From an optimization exercise on the open Yosys and OpenROAD flow, aimed at small area and a short achievable clock period; shortcuts taken in it are not production practice.
Function was checked by simulation only, so behaviour that the tests miss may differ from the original.
Power and IR drop assume default switching activity.

Setup of run E:
## mips_single_cycle
module mips_single_cycle
	#(parameter INS_SIZE=32)
	 (input logic clk,
	  input logic rst,  
	  input logic[INS_SIZE-1:0] instruction,
	  input logic[31:0] dm_q,
	  output logic dm_we,
	  output logic [15:0] dm_address,
	  output logic [31:0] dm_d,
	  output logic [31:0] pc_out
	 );
==> module mips_single_cycle, before the edit <==
module mips_single_cycle
	#(parameter INS_SIZE=32)
	 (input logic clk,
	  input logic rst,  
	  input logic[INS_SIZE-1:0] instruction,
	  input logic[31:0] dm_q,
	  output logic dm_we,
	  output logic [15:0] dm_address,
	  output logic [31:0] dm_d,
	  output logic [31:0] pc_out
	 );
logic [5:0]  op;
logic [4:0]  rs, rt, rd, sa;
logic [5:0]  func;
logic [15:0] imm;
assign op   = instruction[31:26];
assign rs   = instruction[25:21];
assign rt   = instruction[20:16];
assign rd   = instruction[15:11];
assign sa   = instruction[10:6];
assign func = instruction[5:0];
assign imm  = instruction[15:0];
logic op_r, op_imm, op_lw, op_sw, op_lsi, op_beq, op_bne, op_j, op_jal, op_ret, op_bneg;
logic sext, rf_we, shamt_sel;
always_comb begin
	op_r    = (op == 6'd0);
	op_imm  = (op >= 6'd1) && (op <= 6'd7);
	op_lw   = (op == 6'd8) || (op == 6'd10);
	op_sw   = (op == 6'd9) || (op == 6'd11);
	op_lsi  = (op == 6'd10) || (op == 6'd11);   
	op_beq  = (op == 6'd12);
	op_bne  = (op == 6'd13);
	op_j    = (op == 6'd14);
	op_jal  = (op == 6'd15);
	op_ret  = (op == 6'd16);
	op_bneg = (op == 6'd17);
	sext    = (op == 6'd1) || (op == 6'd2);
	rf_we   = op_r | op_imm | op_lw | op_jal;
	shamt_sel = op_r && (func == 6'd5 || func == 6'd6 || func == 6'd7 || func == 6'd8);
end
logic        we_p;    
logic [4:0]  wa_p;    
logic [31:0] res_p;   
logic [31:1][31:0] regs;
logic [31:0] qs, qt;
logic [31:1] row_we, row_nwe, blk;
logic [31:1] rs_sel, rt_sel;
logic        hit_s, hit_t;
always_comb
	for (int i = 1; i < 32; i++) begin
		row_we[i]  = we_p & (wa_p == i[4:0]);
		row_nwe[i] = ~row_we[i];
	end
rf_wdec wdec (.we(we_p), .wa(wa_p), .blk(blk));
rf_dec dec_s (.a(rs), .blk(blk), .sel(rs_sel));
rf_dec dec_t (.a(rt), .blk(blk), .sel(rt_sel));
assign hit_s = we_p & (rs == wa_p) & ~op_lsi;
assign hit_t = we_p & (rt == wa_p);
for (genvar b = 0; b < 32; b++) begin : g_rd
	logic [31:1] col;  
	logic        sm0, sm1, tm0, tm1, snb, tnb;
	for (genvar i = 1; i < 32; i++) begin : g_c
		assign col[i] = regs[i][b];
	end
	rf_rd_tree u_t (.sel(rt_sel), .d(col), .m0(tm0), .m1(tm1));
	rf_nand2 u_sb (.a(hit_s), .b(res_p[b]), .y(snb));
	rf_nand2 u_tb (.a(hit_t), .b(res_p[b]), .y(tnb));
	rf_nand3 u_t3 (.a(tm0), .b(tm1), .c(tnb), .y(qt[b]));
	rf_nand3 u_t3o (.a(tm0), .b(tm1), .c(tnb), .y(dm_d[b]));
	if (b < 16) begin : g_imm
		logic sni;
		rf_rd_tree_en u_s (.sel(rs_sel), .d(col), .en(~op_lsi), .m0(sm0), .m1(sm1));
		rf_nand2 u_si (.a(op_lsi), .b(imm[b]), .y(sni));
		rf_nand4 u_s4 (.a(sm0), .b(sm1), .c(snb), .d(sni), .y(qs[b]));
		rf_nand4 u_s4o (.a(sm0), .b(sm1), .c(snb), .d(sni), .y(dm_address[b]));
	end else begin : g_noimm
		rf_rd_tree u_s (.sel(rs_sel), .d(col), .m0(sm0), .m1(sm1));
		rf_nand3 u_s3 (.a(sm0), .b(sm1), .c(snb), .y(qs[b]));
	end
end
logic [31:1][31:0] regs_d;
for (genvar i = 1; i < 32; i++) begin : g_wr
	for (genvar b = 0; b < 32; b++) begin : g_b
		rf_hold u_h (.we(row_we[i]), .nwe(row_nwe[i]), .wd(res_p[b]), .q(regs[i][b]), .d(regs_d[i][b]));
	end
end
always_ff @(posedge clk)
	regs <= regs_d;
logic [31:0] pc, pc1, next_pc, next_seq;
logic [3:0]  f;
logic [31:0] a_n, b_n;
logic [4:0]  wa;
logic        pass, sub;
assign pc1 = pc + 32'd1;
assign wa  = op_r ? rd : (op_jal ? 5'd31 : rt);
always_comb begin
	case (op[2:0])
		3'd1: f = 4'd0;   
		3'd2: f = 4'd1;   
		3'd3: f = 4'd2;   
		3'd4: f = 4'd3;   
		3'd5: f = 4'd4;   
		3'd6: f = 4'd9;   
		3'd7: f = 4'd10;  
		default: f = 4'd0;
	endcase
	if (op_r)
		f = func[3:0];
end
assign pass = ~op_r & ~op_imm;
assign sub  = ~pass & (f == 4'd1);
always_comb begin
	if (shamt_sel)
		a_n = {26'd0, sa[4], sa};
	else if (~pass & (f == 4'd9))
		a_n = 32'd16;
	else
		a_n = qs;
end
always_comb begin
	if (op_r)
		b_n = qt;
	else if (op_lw)
		b_n = dm_q;
	else if (op_jal)
		b_n = pc1;
	else
		b_n = {{16{imm[15] & sext}}, imm};
	if (sub)
		b_n = ~b_n;
end
logic [31:0] res_n;
alu alu0 (.a(a_n), .b(b_n), .cin(sub),
          .sel_sum(~pass & ((f == 4'd0) | (f == 4'd1))),
          .sel_shr(~pass & ((f == 4'd6) | (f == 4'd8))),
          .sel_shl(~pass & ((f == 4'd5) | (f == 4'd7) | (f == 4'd9))),
          .sel_p(~pass & ((f == 4'd3) | (f == 4'd4))),
          .sel_g(~pass & ((f == 4'd2) | (f == 4'd3))),
          .sel_na(~pass & (f == 4'd11)),
          .sel_b_lo(pass | (f == 4'd10)),
          .sel_b_hi(pass),
          .fill_en(~pass & (f == 4'd8)),
          .r(res_n));
always_ff @(posedge clk) begin
	we_p  <= rf_we & ~rst & (wa != 5'd0);
	wa_p  <= wa;
	res_p <= res_n;
end
logic eq, neg, taken;
logic [31:0] r31;
br_cond br0 (.a(qs), .b(qt), .eq(eq), .neg(neg));
assign taken = (op_beq & eq) | (op_bne & ~eq) | (op_bneg & neg);
assign r31   = row_we[31] ? res_p : regs[31];
always_comb begin
	if (op_j | op_jal)
		next_seq = {6'b0, instruction[25:0]};
	else if (op_ret)
		next_seq = r31;
	else
		next_seq = pc1;
	next_pc = taken ? {16'h0000, imm} : next_seq;
end
always_ff @(posedge clk) begin
	if (rst)
		pc <= '0;
	else
		pc <= next_pc;
end
assign pc_out     = pc;
assign dm_we      = op_sw & ~rst;
endmodule
==> flow/config.mk <==
export PLATFORM = sky130hd
export DESIGN_NAME = mips_single_cycle
export DESIGN_NICKNAME = mips_single_cycle
export VERILOG_FILES = /design/flow/design.v
export SDC_FILE = /design/flow/constraint.sdc
export NUM_CORES = 4
export LEC_CHECK = 0
export CAP_MARGIN = 20
export CORE_MARGIN = 2
export CORE_UTILIZATION = 60
export CTS_BUF_LIST = sky130_fd_sc_hd__clkbuf_8
export CTS_CLUSTER_DIAMETER = 50
export CTS_CLUSTER_SIZE = 16
export SLEW_MARGIN = 20
export SYNTH_HIERARCHICAL = 1
==> flow/constraint.sdc <==
create_clock -name core_clock -period 12.0 [get_ports {clk}]
set_input_delay 2.4000 -clock core_clock [delete_from_list [all_inputs] [get_ports {clk}]]
set_output_delay 2.4000 -clock core_clock [all_outputs]
set_load 0.01 [all_outputs]
standard.sh (not shown) runs the stock make flow with config.mk's settings and CLKGATE_MAP_FILE= SYNTH_SCRIPT=/design/flow/synth_recipe.tcl, a recipe that flattens the netlist after the stock synthesis.
==> flow/flow/run.sh <==
#!/bin/bash
# Standard ORFS layout with: synthesis sized for light loads (the layout's
# repair sizes up what timing needs), small buffers on the ports, and setup
# repair pushed past the 12 ns clock (after clock tree synthesis and again
# after global routing).
set -euo pipefail
V=("ABC_LOAD_IN_FF=1" "BUFFER_PORTS_ARGS=-buffer_cell sky130_fd_sc_hd__buf_2")
bash standard.sh cts "${V[@]}" SETUP_SLACK_MARGIN=5 TNS_END_PERCENT=100 > flow_to_cts.log 2>&1
bash standard.sh finish "${V[@]}" SETUP_SLACK_MARGIN=4.8 TNS_END_PERCENT=100 > flow_finish.log 2>&1
Run E ran to completion and came out clean on the timing, design-rule and antenna checks.
Modified inputs, run H compared to run E
--- a/flow/design.v
+++ b/flow/design.v
@@ -308,8 +308,11 @@
 		row_nwe[i] = ~row_we[i];
 	end
 rf_wdec wdec (.we(we_p), .wa(wa_p), .blk(blk));
-rf_dec dec_s (.a(rs), .blk(blk), .sel(rs_sel));
-rf_dec dec_t (.a(rt), .blk(blk), .sel(rt_sel));
+logic [31:1] rs_sel_hi, rt_sel_hi;
+rf_dec dec_s  (.a(rs), .blk(blk), .sel(rs_sel));
+rf_dec dec_t  (.a(rt), .blk(blk), .sel(rt_sel));
+rf_dec dec_sh (.a(rs), .blk(blk), .sel(rs_sel_hi));
+rf_dec dec_th (.a(rt), .blk(blk), .sel(rt_sel_hi));
 assign hit_s = we_p & (rs == wa_p) & ~op_lsi;
 assign hit_t = we_p & (rt == wa_p);
 for (genvar b = 0; b < 32; b++) begin : g_rd
@@ -318,7 +321,9 @@
 	for (genvar i = 1; i < 32; i++) begin : g_c
 		assign col[i] = regs[i][b];
 	end
-	rf_rd_tree u_t (.sel(rt_sel), .d(col), .m0(tm0), .m1(tm1));
+	logic [31:1] tsel;
+	assign tsel = (b < 16) ? rt_sel : rt_sel_hi;
+	rf_rd_tree u_t (.sel(tsel), .d(col), .m0(tm0), .m1(tm1));
 	rf_nand2 u_sb (.a(hit_s), .b(res_p[b]), .y(snb));
 	rf_nand2 u_tb (.a(hit_t), .b(res_p[b]), .y(tnb));
 	rf_nand3 u_t3 (.a(tm0), .b(tm1), .c(tnb), .y(qt[b]));
@@ -330,7 +335,7 @@
 		rf_nand4 u_s4 (.a(sm0), .b(sm1), .c(snb), .d(sni), .y(qs[b]));
 		rf_nand4 u_s4o (.a(sm0), .b(sm1), .c(snb), .d(sni), .y(dm_address[b]));
 	end else begin : g_noimm
-		rf_rd_tree u_s (.sel(rs_sel), .d(col), .m0(sm0), .m1(sm1));
+		rf_rd_tree u_s (.sel(rs_sel_hi), .d(col), .m0(sm0), .m1(sm1));
 		rf_nand3 u_s3 (.a(sm0), .b(sm1), .c(snb), .y(qs[b]));
 	end
 end
## What came out
In run H, the layout-stage area growth over the synthesis result came out 2.4 points below the value in run E. Compared to run E, run H shows a wider setup margin. Number of gates given a new drive strength after cts in run H is 151 below run E. In the tables for run E and run H, worst hold slack reads lower with run H. The run showing the greater number of instances in the synthesized netlist is run H. Peak supply drop improves in run H relative to run E. Taking run E as the reference point, the area enclosed by the die boundary of run H rises by 0.89%. Run E → run H: highest attainable clock frequency went up 1.4 MHz; inserted tap cell count picked up an extra 5.0%; core area higher; remaining design rule violation count level; latest clock arrival within the worst-skew pair barely changed. STATUS overall power after layout: run H wins against run E.

port drivers added, routing unchanged:
No port has a modelled driver above. Below, the same layouts with a new extraction and two added sets of constraints. Step 1: set_driving_cell puts a clkbuf_16 on clk and a buf_2 on each other input, an assumption about the parent block. Step 2 also shifts input and output timing later by t, the mid clock arrival at the registers, as if the neighbouring blocks saw the same clock. a / b / c = ideal ports / drivers / drivers and shift; a / b = the first two.
| run | shift t [ns] | slack for setup (ns) | hold slack, ns | worst setup path at the end |
|---|---|---|---|---|
| run E | 0.902 | 4.592 / 4.549 / 3.831 | 0.505 / 0.505 / 0.505 | input to register |
| run H | 0.893 | 4.668 / 4.540 / 3.713 | 0.500 / 0.500 / 0.500 | input to register |
After both steps every run listed still meets setup and hold. For run H, which loses most, drivers alone change the setup slack by -0.128 ns; drivers and shift together by -0.955 ns.
